This is an optimization exercise on Yosys and OpenROAD, whose aim is small area and a short achievable clock period, not a production implementation. Only simulation tests tie the RTL to the original design; equivalence was not proved. No activity file was given, so power comes from the tool's default toggle rates.

==> module bf16_acc_norm, before the edit <==
module bf16_acc_norm (
    input         i_final,
    input         i_fz,
    input         i_sign,
    input         i_sub,
    input  [7:0]  i_base,
    input  [10:0] i_r,
    output [15:0] o_data,
    output [2:0]  o_flag
);
reg  [3:0]  lz;
always @(*) begin
    casez (i_r)
        11'b1??????????: lz = 4'd0;
        11'b01?????????: lz = 4'd1;
        11'b001????????: lz = 4'd2;
        11'b0001???????: lz = 4'd3;
        11'b00001??????: lz = 4'd4;
        11'b000001?????: lz = 4'd5;
        11'b0000001????: lz = 4'd6;
        11'b00000001???: lz = 4'd7;
        11'b000000001??: lz = 4'd8;
        11'b0000000001?: lz = 4'd9;
        default:         lz = 4'd10;
    endcase
end
wire [10:0] rs     = i_r << lz;
wire [6:0]  frac   = rs[9:3];
wire [7:0]  b2     = i_base + 8'd2;
wire [7:0]  b3     = i_base + 8'd3;
wire [3:0]  b2_hm  = b2[7:4] - 4'd1;
wire [4:0]  e_lo   = {1'b0, b2[3:0]} - {1'b0, lz};
wire [7:0]  e      = {e_lo[4] ? b2_hm : b2[7:4], e_lo[3:0]};
wire        cancel = ~|i_r;
wire        inf    = ~i_sub & (b3[7:4] == 4'd0) & (b3[3:0] == lz);
wire        zero   = i_sub & (cancel | ((b2[7:4] == 4'd0) & (b2[3:0] == lz)));
assign o_data = i_final ? {i_sign, i_base, i_r[6:0]} :
                inf     ? {i_sign, 8'hFF, 7'd0} :
                zero    ? {i_sign & ~cancel, 15'd0} :
                          {i_sign, e, frac};
assign o_flag = i_final ? i_r[9:7] :
                i_fz    ? 3'b100 :
                inf     ? 3'b010 :
                zero    ? 3'b100 : 3'b001;
endmodule
Settings: LEC_CHECK=0, CAP_MARGIN=20, CORE_MARGIN=2, CORE_UTILIZATION=40, SETUP_SLACK_MARGIN=5, SLEW_MARGIN=20; clock period 16.0 ns.
run.sh (not shown) runs the stock make flow with config.mk's settings and CLKGATE_MAP_FILE= SYNTH_SCRIPT=/design/flow/synth_recipe.tcl, a recipe that flattens the netlist after the stock synthesis.
Then changed:
--- a/flow/design.v
+++ b/flow/design.v
@@ -190,16 +190,12 @@
     endcase
 end
 wire [10:0] rs     = i_r << lz;
 wire [6:0]  frac   = rs[9:3];
-wire [7:0]  b2     = i_base + 8'd2;
-wire [7:0]  b3     = i_base + 8'd3;
-wire [3:0]  b2_hm  = b2[7:4] - 4'd1;
-wire [4:0]  e_lo   = {1'b0, b2[3:0]} - {1'b0, lz};
-wire [7:0]  e      = {e_lo[4] ? b2_hm : b2[7:4], e_lo[3:0]};
+wire [7:0]  e      = i_base + 8'd2 - {4'd0, lz};    
 wire        cancel = ~|i_r;
-wire        inf    = ~i_sub & (b3[7:4] == 4'd0) & (b3[3:0] == lz);
-wire        zero   = i_sub & (cancel | ((b2[7:4] == 4'd0) & (b2[3:0] == lz)));
+wire        inf    = ~i_sub & (&e);
+wire        zero   = i_sub & (cancel | ~|e);
 assign o_data = i_final ? {i_sign, i_base, i_r[6:0]} :
                 inf     ? {i_sign, 8'hFF, 7'd0} :
                 zero    ? {i_sign & ~cancel, 15'd0} :
                           {i_sign, e, frac};
What happened: Count of clock-buffer cells in the layout rises by 4; cell area stays flat; clock power rises by about 3%; clock skew rises by 0.068 ns; synthesized area is about the same; non-clock buffer count falls by 6; hold slack is about the same; total power rises by 3.7%.

--- another note on this design; it stands on its own ---

Setup of umber:
Design gemm_arr, start of the top module:
module gemm_arr #(
    parameter ROWS = 4,
    parameter COLS = 4,
    parameter N_ROWS = 2,  
    parameter N_COLS = 2,  
    parameter DATA_WIDTH = 16,
    parameter FLAG_WIDTH = 4
) (
    input i_clk,
    input i_rst,
    input i_valid,
    input [COLS*DATA_WIDTH-1:0] i_data_w,
    input [ROWS*DATA_WIDTH-1:0] i_data_x,
    input [N_COLS-1:0] i_addr,
    output [ROWS*DATA_WIDTH-1:0] o_data_acc,  
    output [ROWS*FLAG_WIDTH-1:0] o_data_flag
);
For scale: roughly 16000 cells after synthesis, ~210 I/O pins.
export LEC_CHECK = 0
export CAP_MARGIN = 20
export CORE_MARGIN = 2
export CORE_UTILIZATION = 55
export PLACE_DENSITY = 0.7
export SETUP_SLACK_MARGIN = 5
export SLEW_MARGIN = 20
create_clock -name core_clock -period 16.0 [get_ports {i_clk}]
run.sh (not shown) runs the stock make flow with config.mk's settings and CLKGATE_MAP_FILE= SYNTH_SCRIPT=/design/flow/synth_recipe.tcl, a recipe that flattens the netlist after the stock synthesis.
The flow did not stop early for umber: all stages ran, and the layout cleared the timing, DRC and antenna checks.
> inputs changed (umber -> cedar)
# umber
export LEC_CHECK = 0
export CAP_MARGIN = 20
export CORE_MARGIN = 2
export CORE_UTILIZATION = 55
export PLACE_DENSITY = 0.7
export SETUP_SLACK_MARGIN = 5
export SLEW_MARGIN = 20
create_clock -name core_clock -period 16.0 [get_ports {i_clk}]
# cedar
export LEC_CHECK = 0
export CAP_MARGIN = 20
export CORE_MARGIN = 2
export CORE_UTILIZATION = 40
export SETUP_SLACK_MARGIN = 5
export SLEW_MARGIN = 20
create_clock -name core_clock -period 16.0 [get_ports {i_clk}]
Results
Comparing cedar with umber, the part of the power in registers came out essentially unchanged.
Going from umber to cedar, endpoint required time on the critical path shrinks by 3840 ps.
Final cell count (lower): umber
umber and cedar ended up with nearly the same net count after synthesis.
Global-route usage ended up 8.7 points lower on cedar than on umber.

## what the ideal ports hide
The flow's constraints put no driver on any port. The routed layouts listed below were extracted and timed again, unchanged, in two steps. Step 1 assumes that a clkbuf_16 drives the clock port and a buf_2 every other input. Step 2, shift: input delay + t, output delay - t, t = (earliest + latest rising clock arrival at the registers) / 2. This alone moves slack from input paths to output paths. Three values: no drivers, after step 1, after step 2; two values: the first two.
run | t (ns) | setup slack, ns | slew at the worst register clock pin (ns) | cell pins on the clock port's net
the first run of note 1 | 0.967 | 5.282 / 5.286 / 4.320 | 0.07 / 0.07 | 1
the second run of note 1 | 0.977 | 5.400 / 5.346 / 4.428 | 0.07 / 0.07 | 1
umber | 0.853 | 5.362 / 5.404 / 4.585 | 0.07 / 0.07 | 1
cedar | 0.964 | 5.291 / 5.202 / 4.631 | 0.07 / 0.07 | 1
After both steps every run listed still meets setup and hold. The setup slack of the second run of note 1, which loses most, moves by -0.054 ns with the drivers and by -0.972 ns with both steps.
